This design comes from an exercise in tuning for small area on the open sky130 flow, not from production work.
The RTL was checked by simulation tests, not by an equivalence proof against the original design.
Power and IR drop assume default switching activity.

===== flow/design.v =====
module new_receive_manager(din,clk,reset,evt_tx,need_read,     
evt_rx_00, evt_rx_01, evt_rx_02, evt_rx_03,
evt_rx_04, evt_rx_05, evt_rx_06, evt_rx_07,
evt_rx_08, evt_rx_09, evt_rx_10, evt_rx_11,
evt_rx_12, evt_rx_13, evt_rx_14, evt_rx_15,
need_check);
input wire clk;
input wire[15:0] din;      
input wire reset;
input wire[15:0] evt_tx;            
output reg need_read;      
output reg[15:0] evt_rx_00;
output reg[15:0] evt_rx_01;
output reg[15:0] evt_rx_02;
output reg[15:0] evt_rx_03;
output reg[15:0] evt_rx_04;
output reg[15:0] evt_rx_05;
output reg[15:0] evt_rx_06;
output reg[15:0] evt_rx_07;
output reg[15:0] evt_rx_08;
output reg[15:0] evt_rx_09;
output reg[15:0] evt_rx_10;
output reg[15:0] evt_rx_11;
output reg[15:0] evt_rx_12;
output reg[15:0] evt_rx_13;
output reg[15:0] evt_rx_14;
output reg[15:0] evt_rx_15;
output reg need_check;
reg lock;
reg[15:0] evt_tx_pipe;
reg[15:0] evt_rx_00_v;    
reg[15:0] evt_rx_01_v;    
reg[15:0] evt_rx_02_v;    
reg[15:0] evt_rx_03_v;    
reg[15:0] evt_rx_04_v;    
reg[15:0] evt_rx_05_v;    
reg[15:0] evt_rx_06_v;    
reg[15:0] evt_rx_07_v;    
reg[15:0] evt_rx_08_v;    
reg[15:0] evt_rx_09_v;    
reg[15:0] evt_rx_10_v;    
reg[15:0] evt_rx_11_v;    
reg[15:0] evt_rx_12_v;    
reg[15:0] evt_rx_13_v;    
reg[15:0] evt_rx_14_v;    
reg[15:0] evt_rx_15_v;    
reg need_read_v;    
reg need_check_v;    
reg lock_v;    
reg[15:0] evt_tx_pipe_v;    
always @(posedge clk)
begin
  evt_rx_00_v = evt_rx_00;
  evt_rx_01_v = evt_rx_01;
  evt_rx_02_v = evt_rx_02;
  evt_rx_03_v = evt_rx_03;
  evt_rx_04_v = evt_rx_04;
  evt_rx_05_v = evt_rx_05;
  evt_rx_06_v = evt_rx_06;
  evt_rx_07_v = evt_rx_07;
  evt_rx_08_v = evt_rx_08;
  evt_rx_09_v = evt_rx_09;
  evt_rx_10_v = evt_rx_10;
  evt_rx_11_v = evt_rx_11;
  evt_rx_12_v = evt_rx_12;
  evt_rx_13_v = evt_rx_13;
  evt_rx_14_v = evt_rx_14;
  evt_rx_15_v = evt_rx_15;
  need_read_v = need_read;
  need_check_v = need_check;
  lock_v = lock;
  evt_tx_pipe_v = evt_tx_pipe;
  if(reset)
  begin
  evt_rx_00_v   = 16'b0;
  evt_rx_01_v   = 16'b0;
  evt_rx_02_v   = 16'b0;
  evt_rx_03_v   = 16'b0;  
  evt_rx_04_v   = 16'b0;
  evt_rx_05_v   = 16'b0;
  evt_rx_06_v   = 16'b0;
  evt_rx_07_v   = 16'b0;
  evt_rx_08_v   = 16'b0;
  evt_rx_09_v   = 16'b0;
  evt_rx_10_v   = 16'b0;
  evt_rx_11_v   = 16'b0; 
  evt_rx_12_v   = 16'b0;
  evt_rx_13_v   = 16'b0;
  evt_rx_14_v   = 16'b0;
  evt_rx_15_v   = 16'b0;   
  need_read_v   = 1'b0;
  need_check_v  = 1'b0;
  lock_v        = 1'b0;
  evt_tx_pipe_v = 16'b0;
  end  
  else
  begin    
  evt_rx_00_v  = din[0]   ? evt_rx_00_v  + 1'b1 : evt_rx_00_v;
  evt_rx_01_v  = din[1]   ? evt_rx_01_v  + 1'b1 : evt_rx_01_v;
  evt_rx_02_v  = din[2]   ? evt_rx_02_v  + 1'b1 : evt_rx_02_v;
  evt_rx_03_v  = din[3]   ? evt_rx_03_v  + 1'b1 : evt_rx_03_v;
  evt_rx_04_v  = din[4]   ? evt_rx_04_v  + 1'b1 : evt_rx_04_v;
  evt_rx_05_v  = din[5]   ? evt_rx_05_v  + 1'b1 : evt_rx_05_v;
  evt_rx_06_v  = din[6]   ? evt_rx_06_v  + 1'b1 : evt_rx_06_v;
  evt_rx_07_v  = din[7]   ? evt_rx_07_v  + 1'b1 : evt_rx_07_v;
  evt_rx_08_v  = din[8]   ? evt_rx_08_v  + 1'b1 : evt_rx_08_v;
  evt_rx_09_v  = din[9]   ? evt_rx_09_v  + 1'b1 : evt_rx_09_v;
  evt_rx_10_v  = din[10]  ? evt_rx_10_v  + 1'b1 : evt_rx_10_v;
  evt_rx_11_v  = din[11]  ? evt_rx_11_v  + 1'b1 : evt_rx_11_v;  
  evt_rx_12_v  = din[12]  ? evt_rx_12_v  + 1'b1 : evt_rx_12_v;
  evt_rx_13_v  = din[13]  ? evt_rx_13_v  + 1'b1 : evt_rx_13_v;
  evt_rx_14_v  = din[14]  ? evt_rx_14_v  + 1'b1 : evt_rx_14_v;
  evt_rx_15_v  = din[15]  ? evt_rx_15_v  + 1'b1 : evt_rx_15_v;  
  need_read_v = 1'b1;	 
  need_read_v = (evt_rx_00_v <= evt_tx) ? 1'b0 : need_read_v;      
  need_read_v = (evt_rx_01_v <= evt_tx) ? 1'b0 : need_read_v;
  need_read_v = (evt_rx_02_v <= evt_tx) ? 1'b0 : need_read_v;      
  need_read_v = (evt_rx_03_v <= evt_tx) ? 1'b0 : need_read_v;  
  need_read_v = (evt_rx_04_v <= evt_tx) ? 1'b0 : need_read_v;      
  need_read_v = (evt_rx_05_v <= evt_tx) ? 1'b0 : need_read_v;
  need_read_v = (evt_rx_06_v <= evt_tx) ? 1'b0 : need_read_v;      
  need_read_v = (evt_rx_07_v <= evt_tx) ? 1'b0 : need_read_v;  
  need_read_v = (evt_rx_08_v <= evt_tx) ? 1'b0 : need_read_v;      
  need_read_v = (evt_rx_09_v <= evt_tx) ? 1'b0 : need_read_v;
  need_read_v = (evt_rx_10_v <= evt_tx) ? 1'b0 : need_read_v;      
  need_read_v = (evt_rx_11_v <= evt_tx) ? 1'b0 : need_read_v;  
  need_read_v = (evt_rx_12_v <= evt_tx) ? 1'b0 : need_read_v;      
  need_read_v = (evt_rx_13_v <= evt_tx) ? 1'b0 : need_read_v;
  need_read_v = (evt_rx_14_v <= evt_tx) ? 1'b0 : need_read_v;      
  need_read_v = (evt_rx_15_v <= evt_tx) ? 1'b0 : need_read_v;  
  if((evt_tx-evt_tx_pipe_v)==1'b1)
  begin
    if(need_read_v)
    begin
      need_check_v = 1'b1;
      lock_v       = 1'b1;
    end
    else
    begin
      need_check_v = 1'b0;
      lock_v       = 1'b0;	 
    end
  end
  else
  begin
    if(need_read_v)
    begin
      if(lock_v==1'b0)
      begin
        need_check_v = 1'b1;
        lock_v       = 1'b1;
      end  
      else
      begin
        need_check_v = 1'b0;
        lock_v       = lock_v;
      end
    end	 
    else
    begin
      need_check_v = 1'b0;
      lock_v       = 1'b0;
    end	 
  end
  evt_tx_pipe_v = evt_tx;  
  end
  evt_rx_00 <= evt_rx_00_v;
  evt_rx_01 <= evt_rx_01_v;
  evt_rx_02 <= evt_rx_02_v;
  evt_rx_03 <= evt_rx_03_v;
  evt_rx_04 <= evt_rx_04_v;
  evt_rx_05 <= evt_rx_05_v;
  evt_rx_06 <= evt_rx_06_v;
  evt_rx_07 <= evt_rx_07_v;
  evt_rx_08 <= evt_rx_08_v;
  evt_rx_09 <= evt_rx_09_v;
  evt_rx_10 <= evt_rx_10_v;
  evt_rx_11 <= evt_rx_11_v;
  evt_rx_12 <= evt_rx_12_v;
  evt_rx_13 <= evt_rx_13_v;
  evt_rx_14 <= evt_rx_14_v;
  evt_rx_15 <= evt_rx_15_v;
  need_read <= need_read_v;
  need_check <= need_check_v;
  lock <= lock_v;
  evt_tx_pipe <= evt_tx_pipe_v;
end
endmodule
module L1A_checker_part1(reset,need_check,clk,one_adc_finish_check,start_check,error,check_in_progress);
input wire reset;
input wire need_check;
input wire clk;
input wire one_adc_finish_check;
output reg[15:0] start_check;
output reg[1:0] error;
output reg check_in_progress;
reg[15:0] start_check_v;    
reg[1:0] error_v;    
reg check_in_progress_v;    
always @(posedge clk)
begin
  start_check_v = start_check;
  error_v = error;
  check_in_progress_v = check_in_progress;
  if(reset)
  begin
    error_v             = 2'b0;
    start_check_v       = 16'b0;
    check_in_progress_v = 1'b0;
  end
  else
  begin    
  if(need_check)
  begin
    if(start_check_v==16'b0)
      start_check_v = start_check_v + 1'b1;
    else  
      error_v[0] = 1'b1;                      
  end
  if(one_adc_finish_check)
    start_check_v = start_check_v << 1'b1;
  check_in_progress_v = start_check_v==16'b0 ? 1'b0 : 1'b1;	 
  end
  start_check <= start_check_v;
  error <= error_v;
  check_in_progress <= check_in_progress_v;
end
endmodule
module L1A_checker_part3(L1A_00,L1A_01,L1A_02,L1A_03,
L1A_04,L1A_05,L1A_06,L1A_07,
L1A_08,L1A_09,L1A_10,L1A_11,
L1A_12,L1A_13,L1A_14,L1A_15,
clk,reset,check_in_progress,start_check,L1A_align,error,one_adc_finish_check,trig_in);
input wire[13:0] L1A_00;
input wire[13:0] L1A_01;
input wire[13:0] L1A_02;
input wire[13:0] L1A_03;
input wire[13:0] L1A_04;
input wire[13:0] L1A_05;
input wire[13:0] L1A_06;
input wire[13:0] L1A_07;
input wire[13:0] L1A_08;
input wire[13:0] L1A_09;
input wire[13:0] L1A_10;
input wire[13:0] L1A_11;
input wire[13:0] L1A_12;
input wire[13:0] L1A_13;
input wire[13:0] L1A_14;
input wire[13:0] L1A_15;
input wire[15:0] start_check;           
input wire clk;
input wire reset;
input wire check_in_progress;
input wire[15:0] trig_in;
output reg L1A_align;
output reg[15:0] error;
output reg one_adc_finish_check; 
reg[3:0] mode;
reg[3:0] mode_v;    
reg L1A_align_v;    
reg[15:0] error_v;    
reg one_adc_finish_check_v;    
always @(posedge clk)
begin
  mode_v = mode;
  L1A_align_v = L1A_align;
  error_v = error;
  one_adc_finish_check_v = one_adc_finish_check;
  if(reset)
  begin
    mode_v                   = 4'b0;
    L1A_align_v              = 1'b0;
    error_v                  = 16'b0;
    one_adc_finish_check_v   = 1'b0;
  end
  else
  begin    
  one_adc_finish_check_v = 1'b0;
  L1A_align_v = 1'b0;
  case(mode_v)
  2'b00:  
  begin
    if(trig_in[0] && start_check[0])  
      begin
        if(check_in_progress)
        begin
          mode_v = mode_v +1'b1;
          error_v[0] = 1'b0;
          one_adc_finish_check_v = 1'b1;
        end	
        else
        begin
          mode_v = mode_v;
          error_v[0] = 1'b1;
        end
      end	
    else
        one_adc_finish_check_v = 1'b0;
  end
  2'b01:  
  begin
    if(trig_in[1] && start_check[1]) 
      begin
        if(L1A_01==L1A_00)  
        begin
          error_v[1] = 1'b0;
          mode_v = mode_v + 1'b1;
          one_adc_finish_check_v = 1'b1;
        end
        else
        begin
          error_v[1] = 1'b1;
          mode_v = mode_v;
        end
      end	
    else
      one_adc_finish_check_v = 1'b0;
  end
  2'b10:  
  begin
    if(trig_in[2] && start_check[2]) 
      begin
        if(L1A_02==L1A_01)      
        begin
          error_v[2] = 1'b0;
          mode_v = mode_v + 1'b1;
          one_adc_finish_check_v = 1'b1;
        end
        else
        begin
          error_v[2] = 1'b1;
          mode_v = mode_v;
        end
      end
    else
      one_adc_finish_check_v = 1'b0;
  end
  2'b11:  
  begin
    if(trig_in[3] && start_check[3])
      begin
        if(L1A_03==L1A_02)      
        begin
          error_v[3] = 1'b0;
          mode_v = mode_v + 1'b1;
          one_adc_finish_check_v = 1'b1;
        end
        else
        begin
          error_v[3] = 1'b1;
          mode_v = mode_v;
        end
      end
    else
      one_adc_finish_check_v = 1'b0;
  end
  3'b100:  
  begin
    if(trig_in[4] && start_check[4])
      begin
        if(L1A_04==L1A_03)      
        begin
          error_v[4] = 1'b0;
          mode_v = mode_v + 1'b1;
          one_adc_finish_check_v = 1'b1;
        end
        else
        begin
          error_v[4] = 1'b1;
          mode_v = mode_v;
        end
      end
    else
      one_adc_finish_check_v = 1'b0;
  end
  3'b101:  
  begin
    if(trig_in[5] && start_check[5])
      begin
        if(L1A_05==L1A_04)      
        begin
          error_v[5] = 1'b0;
          mode_v = mode_v + 1'b1;
          one_adc_finish_check_v = 1'b1;
        end
        else
        begin
          error_v[5] = 1'b1;
          mode_v = mode_v;
        end
      end
    else
      one_adc_finish_check_v = 1'b0;
  end
  3'b110:  
  begin
    if(trig_in[6] && start_check[6])
      begin
        if(L1A_06==L1A_05)      
        begin
          error_v[6] = 1'b0;
          mode_v = mode_v + 1'b1;
          one_adc_finish_check_v = 1'b1;
        end
        else
        begin
          error_v[6] = 1'b1;
          mode_v = mode_v;
        end
      end
    else
      one_adc_finish_check_v = 1'b0;
  end
  3'b111:  
  begin
    if(trig_in[7] && start_check[7])
      begin
        if(L1A_07==L1A_06)      
        begin
          error_v[7] = 1'b0;
          mode_v = mode_v + 1'b1;
          one_adc_finish_check_v = 1'b1;
        end
        else
        begin
          error_v[7] = 1'b1;
          mode_v = mode_v;
        end
      end
    else
      one_adc_finish_check_v = 1'b0;
  end
  4'b1000:  
  begin
    if(trig_in[8] && start_check[8])
      begin
        if(L1A_08==L1A_07)      
        begin
          error_v[8] = 1'b0;
          mode_v = mode_v + 1'b1;
          one_adc_finish_check_v = 1'b1;
        end
        else
        begin
          error_v[8] = 1'b1;
          mode_v = mode_v;
        end
      end
    else
      one_adc_finish_check_v = 1'b0;
  end
  4'b1001:  
  begin
    if(trig_in[9] && start_check[9])
      begin
        if(L1A_09==L1A_08)      
        begin
          error_v[9] = 1'b0;
          mode_v = mode_v + 1'b1;
          one_adc_finish_check_v = 1'b1;
        end
        else
        begin
          error_v[9] = 1'b1;
          mode_v = mode_v;
        end
      end
    else
      one_adc_finish_check_v = 1'b0;
  end
  4'b1010:  
  begin
    if(trig_in[10] && start_check[10])
      begin
        if(L1A_10==L1A_09)      
        begin
          error_v[10] = 1'b0;
          mode_v = mode_v + 1'b1;
          one_adc_finish_check_v = 1'b1;
        end
        else
        begin
          error_v[10] = 1'b1;
          mode_v = mode_v;
        end
      end
    else
      one_adc_finish_check_v = 1'b0;
  end
  4'b1011:  
  begin
    if(trig_in[11] && start_check[11])
      begin
        if(L1A_11==L1A_10)      
        begin
          error_v[11] = 1'b0;
          mode_v = mode_v + 1'b1;
          one_adc_finish_check_v = 1'b1;
        end
        else
        begin
          error_v[11] = 1'b1;
          mode_v = mode_v;
        end
      end
    else
      one_adc_finish_check_v = 1'b0;
  end
  4'b1100:  
  begin
    if(trig_in[12] && start_check[12])
      begin
        if(L1A_12==L1A_11)      
        begin
          error_v[12] = 1'b0;
          mode_v = mode_v + 1'b1;
          one_adc_finish_check_v = 1'b1;
        end
        else
        begin
          error_v[12] = 1'b1;
          mode_v = mode_v;
        end
      end
    else
      one_adc_finish_check_v = 1'b0;
  end
  4'b1101:  
  begin
    if(trig_in[13] && start_check[13])
      begin
        if(L1A_13==L1A_12)      
        begin
          error_v[13] = 1'b0;
          mode_v = mode_v + 1'b1;
          one_adc_finish_check_v = 1'b1;
        end
        else
        begin
          error_v[13] = 1'b1;
          mode_v = mode_v;
        end
      end
    else
      one_adc_finish_check_v = 1'b0;
  end
  4'b1110:  
  begin
    if(trig_in[14] && start_check[14])
      begin
        if(L1A_14==L1A_13)      
        begin
          error_v[14] = 1'b0;
          mode_v = mode_v + 1'b1;
          one_adc_finish_check_v = 1'b1;
        end
        else
        begin
          error_v[14] = 1'b1;
          mode_v = mode_v;
        end
      end
    else
      one_adc_finish_check_v = 1'b0;
  end
  4'b1111:  
  begin
    if(trig_in[15] && start_check[15])
      begin
        if(L1A_15==L1A_14)      
        begin
          error_v[15] = 1'b0;
          mode_v = mode_v + 1'b1;
          one_adc_finish_check_v = 1'b1;
          L1A_align_v = error_v==16'b0 ? 1'b1:1'b0;
        end
        else
        begin
          error_v[15] = 1'b1;
          mode_v = mode_v;
        end
      end
    else
    begin
      one_adc_finish_check_v = 1'b0;
      L1A_align_v = 1'b0;	
    end	
  end  
  endcase
  end
  mode <= mode_v;
  L1A_align <= L1A_align_v;
  error <= error_v;
  one_adc_finish_check <= one_adc_finish_check_v;
end
endmodule
module tx_manager(clk,reset,L1A_Align,need_read,one_adc_finish_read,start_read,error,evt_tx);
input wire clk;
input wire reset;
input wire L1A_Align;
input wire need_read;
input wire one_adc_finish_read;
output reg[15:0] start_read;
output reg[1:0] error;     
output reg[15:0] evt_tx;
reg[15:0] start_read_v;    
reg[1:0] error_v;    
reg[15:0] evt_tx_v;    
always @(posedge clk)
begin
  start_read_v = start_read;
  error_v = error;
  evt_tx_v = evt_tx;
  if(reset)
  begin
    start_read_v = 16'b0;
	 error_v = 2'b0;
	 evt_tx_v = 16'b0;  
  end
  else
  begin    
  if(L1A_Align)     
  begin
    if(start_read_v==16'b0)
	 begin
	   if(need_read)
	     start_read_v = start_read_v + 1'b1;
		else
		  error_v[0] = 1'b1;  
    end
	 else
	   error_v[1] = 1'b1;     
  end
  if(one_adc_finish_read)
  begin
    if(start_read_v[15]==1'b1)
	   evt_tx_v = evt_tx_v + 1'b1;
    start_read_v = start_read_v << 1'b1;
  end
  end
  start_read <= start_read_v;
  error <= error_v;
  evt_tx <= evt_tx_v;
end
endmodule
module koto_evt_ctrl(
  input  wire        clk,
  input  wire        reset,
  input  wire [15:0] din,
  input  wire [15:0] trig_in,
  input  wire [13:0] L1A_00, L1A_01, L1A_02, L1A_03,
  input  wire [13:0] L1A_04, L1A_05, L1A_06, L1A_07,
  input  wire [13:0] L1A_08, L1A_09, L1A_10, L1A_11,
  input  wire [13:0] L1A_12, L1A_13, L1A_14, L1A_15,
  input  wire        one_adc_finish_read,
  output wire [15:0] evt_rx_00, evt_rx_01, evt_rx_02, evt_rx_03,
  output wire [15:0] evt_rx_04, evt_rx_05, evt_rx_06, evt_rx_07,
  output wire [15:0] evt_rx_08, evt_rx_09, evt_rx_10, evt_rx_11,
  output wire [15:0] evt_rx_12, evt_rx_13, evt_rx_14, evt_rx_15,
  output wire        need_read,
  output wire        need_check,
  output wire [15:0] start_check,
  output wire        check_in_progress,
  output wire [1:0]  check_error,
  output wire [15:0] L1A_error,
  output wire        L1A_align,
  output wire        one_adc_finish_check,
  output wire [15:0] start_read,
  output wire [1:0]  tx_error,
  output wire [15:0] evt_tx
);
new_receive_manager u_rx(
  .din(din), .clk(clk), .reset(reset), .evt_tx(evt_tx), .need_read(need_read),
  .evt_rx_00(evt_rx_00), .evt_rx_01(evt_rx_01), .evt_rx_02(evt_rx_02), .evt_rx_03(evt_rx_03),
  .evt_rx_04(evt_rx_04), .evt_rx_05(evt_rx_05), .evt_rx_06(evt_rx_06), .evt_rx_07(evt_rx_07),
  .evt_rx_08(evt_rx_08), .evt_rx_09(evt_rx_09), .evt_rx_10(evt_rx_10), .evt_rx_11(evt_rx_11),
  .evt_rx_12(evt_rx_12), .evt_rx_13(evt_rx_13), .evt_rx_14(evt_rx_14), .evt_rx_15(evt_rx_15),
  .need_check(need_check));
L1A_checker_part1 u_chk1(
  .reset(reset), .need_check(need_check), .clk(clk),
  .one_adc_finish_check(one_adc_finish_check), .start_check(start_check),
  .error(check_error), .check_in_progress(check_in_progress));
L1A_checker_part3 u_chk3(
  .L1A_00(L1A_00), .L1A_01(L1A_01), .L1A_02(L1A_02), .L1A_03(L1A_03),
  .L1A_04(L1A_04), .L1A_05(L1A_05), .L1A_06(L1A_06), .L1A_07(L1A_07),
  .L1A_08(L1A_08), .L1A_09(L1A_09), .L1A_10(L1A_10), .L1A_11(L1A_11),
  .L1A_12(L1A_12), .L1A_13(L1A_13), .L1A_14(L1A_14), .L1A_15(L1A_15),
  .clk(clk), .reset(reset), .check_in_progress(check_in_progress),
  .start_check(start_check), .L1A_align(L1A_align), .error(L1A_error),
  .one_adc_finish_check(one_adc_finish_check), .trig_in(trig_in));
tx_manager u_tx(
  .clk(clk), .reset(reset), .L1A_Align(L1A_align), .need_read(need_read),
  .one_adc_finish_read(one_adc_finish_read), .start_read(start_read),
  .error(tx_error), .evt_tx(evt_tx));
endmodule

===== flow/run.sh =====
#!/bin/bash
# synth_recipe.tcl (not shown) runs the flow's synth.tcl, then flattens the netlist and writes it again
# the make line also repeats each setting of config.mk as NAME=value (left out here)
make -C /OpenROAD-flow-scripts/flow DESIGN_CONFIG=/design/flow/config.mk WORK_HOME=/design/flow/orfs CLKGATE_MAP_FILE= SYNTH_SCRIPT=/design/flow/synth_recipe.tcl finish

===== flow/config.mk =====
export PLATFORM = sky130hd
export DESIGN_NAME = koto_evt_ctrl
export DESIGN_NICKNAME = koto_evt_ctrl
export VERILOG_FILES = /design/flow/design.v
export SDC_FILE = /design/flow/constraint.sdc
export NUM_CORES = 4
export LEC_CHECK = 0
export CAP_MARGIN = 20
export CORE_MARGIN = 2
export CORE_UTILIZATION = 40
export SLEW_MARGIN = 20

===== flow/constraint.sdc =====
create_clock -name core_clock -period 10.0 [get_ports {clk}]
set_input_delay 2.0000 -clock core_clock [delete_from_list [all_inputs] [get_ports {clk}]]
set_output_delay 2.0000 -clock core_clock [all_outputs]
set_load 0.01 [all_outputs]

==> summary.txt <==
outcome timing/DRC/antenna clean; DR vias 22.06k; placed wire-length estimate 71,700 um; ys async rst share 0; worst path arrival time 6.35 ns; dpl cell area 0.03037 mm2; worst-path maximum fanout 5; 1st-pass router iterations 5; first-pass GRT wire length 135,400 um; port bufs 586; EDFF count, synth 0; hold depth 2; clock net sink count 348; die area 0.06103 mm2; crit share post-route 0.5847; number of remaining DRC errors 0; H-tree depth 2; sequential cell area fraction in the yosys report 0.2949; CP endpoint kind flop; CTS tree built; Global Route Usage Sum 0.2917; GR Overflow Total 0; Post-Route WL 91,210 um; Most used DFF post-synth dfxtp_1; RSZ-0062 raised after global routing false; area grow syn2layout 34.66%; Slew HR 0.3287; CTS Hold Bufs 0; Die Wd 247.0 um; HP Class flop to flop; # IOs 588; leak pwr 0.01293 uW; yosys warns 4; cell area after layout 0.03182 mm2; clock latency on the worst-skew pair 0.58 ns; nets 3,842; Max-Cap Viols 0; row count 89; clock skew 0.01414 ns; Cell Pwr Density 116.4 mW/mm2; Slew Viols, Final 0; Synth Register Bits 348; CTS Buffer Depth 3; Syn Area/Cell 8.777 um2; syn nets 3,248; Final Hold Viols 0; Worst-Margin Slew 1.007 ns; Final Setup Violations 0; DRT iter0 DRCs 1,346; synthesized cell area 0.02363 mm2; Unique masters post-synth 59; Peak VDD IR 0.0001064 V; post-route antenna net violation count 0; Reg2Reg Depth 15; Highest Clock Rate 171.0 MHz; TritonCTS buffer count 42; Period minus WS final 5.847 ns; largest net degree at the start of global routing 208; Via density 5.392; Core ar. 0.05869 mm2; RePlAce Congestion 1.049; total negative slack 0 ns; CP Launch Type primary input; antenna violations before repair 2; CTS clk-pin slew, worst paths 0.06 ns; Wirelength per Cell 22.29 um; clock root cell clkbuf_16; setup bufs post-CTS 0; required time worst endpoint 10.50 ns; share of cells above drive strength 1 0.03346; Initial Utilization 0.4026; number of global-route vias before repair 22.03k; post-synthesis cell count 2,692; Setup Crit Path Kind primary input to flop; cts repair resizes 0; chip height 247.0 um
[layout by cell type (no fill, tap or decap), types with 112 or more instances in the layout]
cell	n
clkdlybuf4s50_1	585
nand4_1	135
nor2b_1	268
nand2_1	145
ha_1	296
xor2_1	254
a21oi_1	112
nor2_1	220
xnor2_1	218
dfxtp_1	347
[path summary, 6_finish.rpt]
path / start / end / slack [ns]
max: din[12] / u_rx.need_check / 4.15
min: u_tx.error[1] / u_tx.error[1] / 0.48
max reg2reg: u_rx.evt_rx_12[3] / u_rx.need_check / 5.76
min reg2reg: u_tx.error[1] / u_tx.error[1] / 0.48
[area by class of cell]
class,count,area [um2]
flip-flops and latches,348,6968
repair buffers,604,6018
well taps,773,967.2
fillers,5375,26870
clock inverters,19,242.7
diodes,2,5.005
inverters,71,266.5
clock buffers,56,1195
multi-input cells,2219,16150
[power breakdown]
group	total (uW)	internal [uW]	switching, uW
logic	617	306	311
clock network	1620	970	649
registers	1470	1420	46.3
total	3700	2700	1010
[cell usage after synthesis, types with 3 or more instances]
library cell / instances / area (um2)
clkbuf_1: 46 / 172.7
or4_1: 5 / 37.54
o22ai_1: 3 / 18.77
nand2_1: 145 / 544.3
nor3_1: 54 / 270.3
o21a_1: 7 / 52.55
mux2_2: 16 / 180.2
inv_1: 71 / 266.5
ha_1: 296 / 3704
dfxtp_1: 348 / 6967
nand2b_1: 8 / 50.05
a21oi_1: 112 / 560.5
xnor2_1: 218 / 1909
o211ai_1: 14 / 105.1
a31oi_1: 4 / 25.02
a2111oi_0: 14 / 122.6
a21o_1: 31 / 232.7
a221oi_1: 4 / 35.03
mux2i_1: 44 / 440.4
xor2_1: 254 / 2225
clkbuf_8: 3 / 41.29
or3_1: 15 / 93.84
and2_1: 11 / 68.82
nor4_1: 63 / 394.1
o21ai_0: 49 / 245.2
buf_1: 3 / 11.26
and4_1: 17 / 148.9
o31ai_1: 6 / 45.04
and3_1: 61 / 381.6
o21bai_1: 3 / 22.52
nand3_1: 89 / 445.4
nand4_1: 135 / 844.6
nor2_1: 220 / 825.8
nor2b_1: 268 / 1677
a211oi_1: 24 / 180.2
[through the flow]
stage	setup WS, ns	hold WS (ns)	std cells	utilization	total power (uW)
6_report	4.153	0.4791	4092	0.5422	3704
5_1_grt	3.995	0.5002	4092	0.5422	3845
4_1_cts	4.264	0.4799	4090	0.5421	3730
3_5_place_dp	3.681	0.4638	4015	0.5176	2108
3_3_place_gp	3.751	0.4506	4015	0.5176	2100
2_1_floorplan	4.658	0.4863	2692	-	1782
[flip-flops by register name (all words and copies together), names as in the netlist, 2 cells and up]
register            flops
u_chk1.start_check     16
u_rx.evt_rx_02         16
u_rx.evt_rx_09         16
u_rx.evt_rx_15         16
u_chk3.error           16
u_rx.evt_rx_04         16
u_rx.evt_rx_08         16
u_rx.evt_rx_14         16
u_rx.evt_rx_12         16
u_rx.evt_rx_00         16
u_rx.evt_rx_13         16
u_tx.evt_tx            16
u_rx.evt_tx_pipe       16
u_rx.evt_rx_10         16
u_rx.evt_rx_05         16
u_rx.evt_rx_03         16
u_rx.evt_rx_07         16
u_tx.error              2
u_tx.start_read        16
u_chk3.mode             4
u_rx.evt_rx_11         16
u_rx.evt_rx_01         16
u_rx.evt_rx_06         16
[critical path, cell delays in order]
cell and delay, ns:
clkdlybuf4s50_1 0.57, and3_1 0.24, and3_1 0.21, nand4_1 0.19
or3_1 0.46, nor3_1 0.23, xor2_1 0.22, ha_1 0.28
nand4_1 0.16, nor4_1 0.11, a31oi_1 0.35, o41ai_1 0.29
or3_1 0.41, nor4_1 0.23, and4_1 0.24, a21boi_1 0.15
[metal layers]
layer	routed length, um	track usage
met1	42280	0.4032
met2	40780	0.4633
met3	6162	0.05654
met4	1984	0.07406
met5	0	0
[cells by family (layout without fill, tap and decap cells)]
logic type | after synthesis | in the layout | synth area share
other | 1 | 3 | 0.0001587
flip-flops | 348 | 348 | 0.2949
XOR/XNOR | 472 | 472 | 0.1750
multiplexers | 60 | 60 | 0.02627
AO/OA/AOI/OAI | 292 | 292 | 0.07816
adder cells (fa/ha/maj) | 297 | 297 | 0.1576
buffers and inverters | 125 | 750 | 0.02145
AND/OR/NAND/NOR | 1097 | 1097 | 0.2466

==> separate check: timing with driven ports <==
Ports are ideal in the flow. The routed layout listed here was re-timed in OpenROAD.
Step 1 assumes that a clkbuf_16 drives the clock port and a buf_2 every other input.
Step 2 adds t to the input delays and takes it off the output delays; t is the mean of the earliest and latest rising clock arrival at the registers after step 1. Input paths then give back, and output paths get back, about the clock's delay inside the block.
a / b / c = no drivers / after step 1 / after step 2; a / b = the first two.
shift t [ns]: 0.631
setup WS [ns]: 4.153 / 4.154 / 3.522
worst setup path at the end: input to register
latest minus earliest clock arrival (ns): 0.015 / 0.015
pins driven straight from the clock port: 1
After both steps this run still meets setup and hold. The setup slack of this run moves by +0.001 ns with the drivers and by -0.631 ns with both steps.
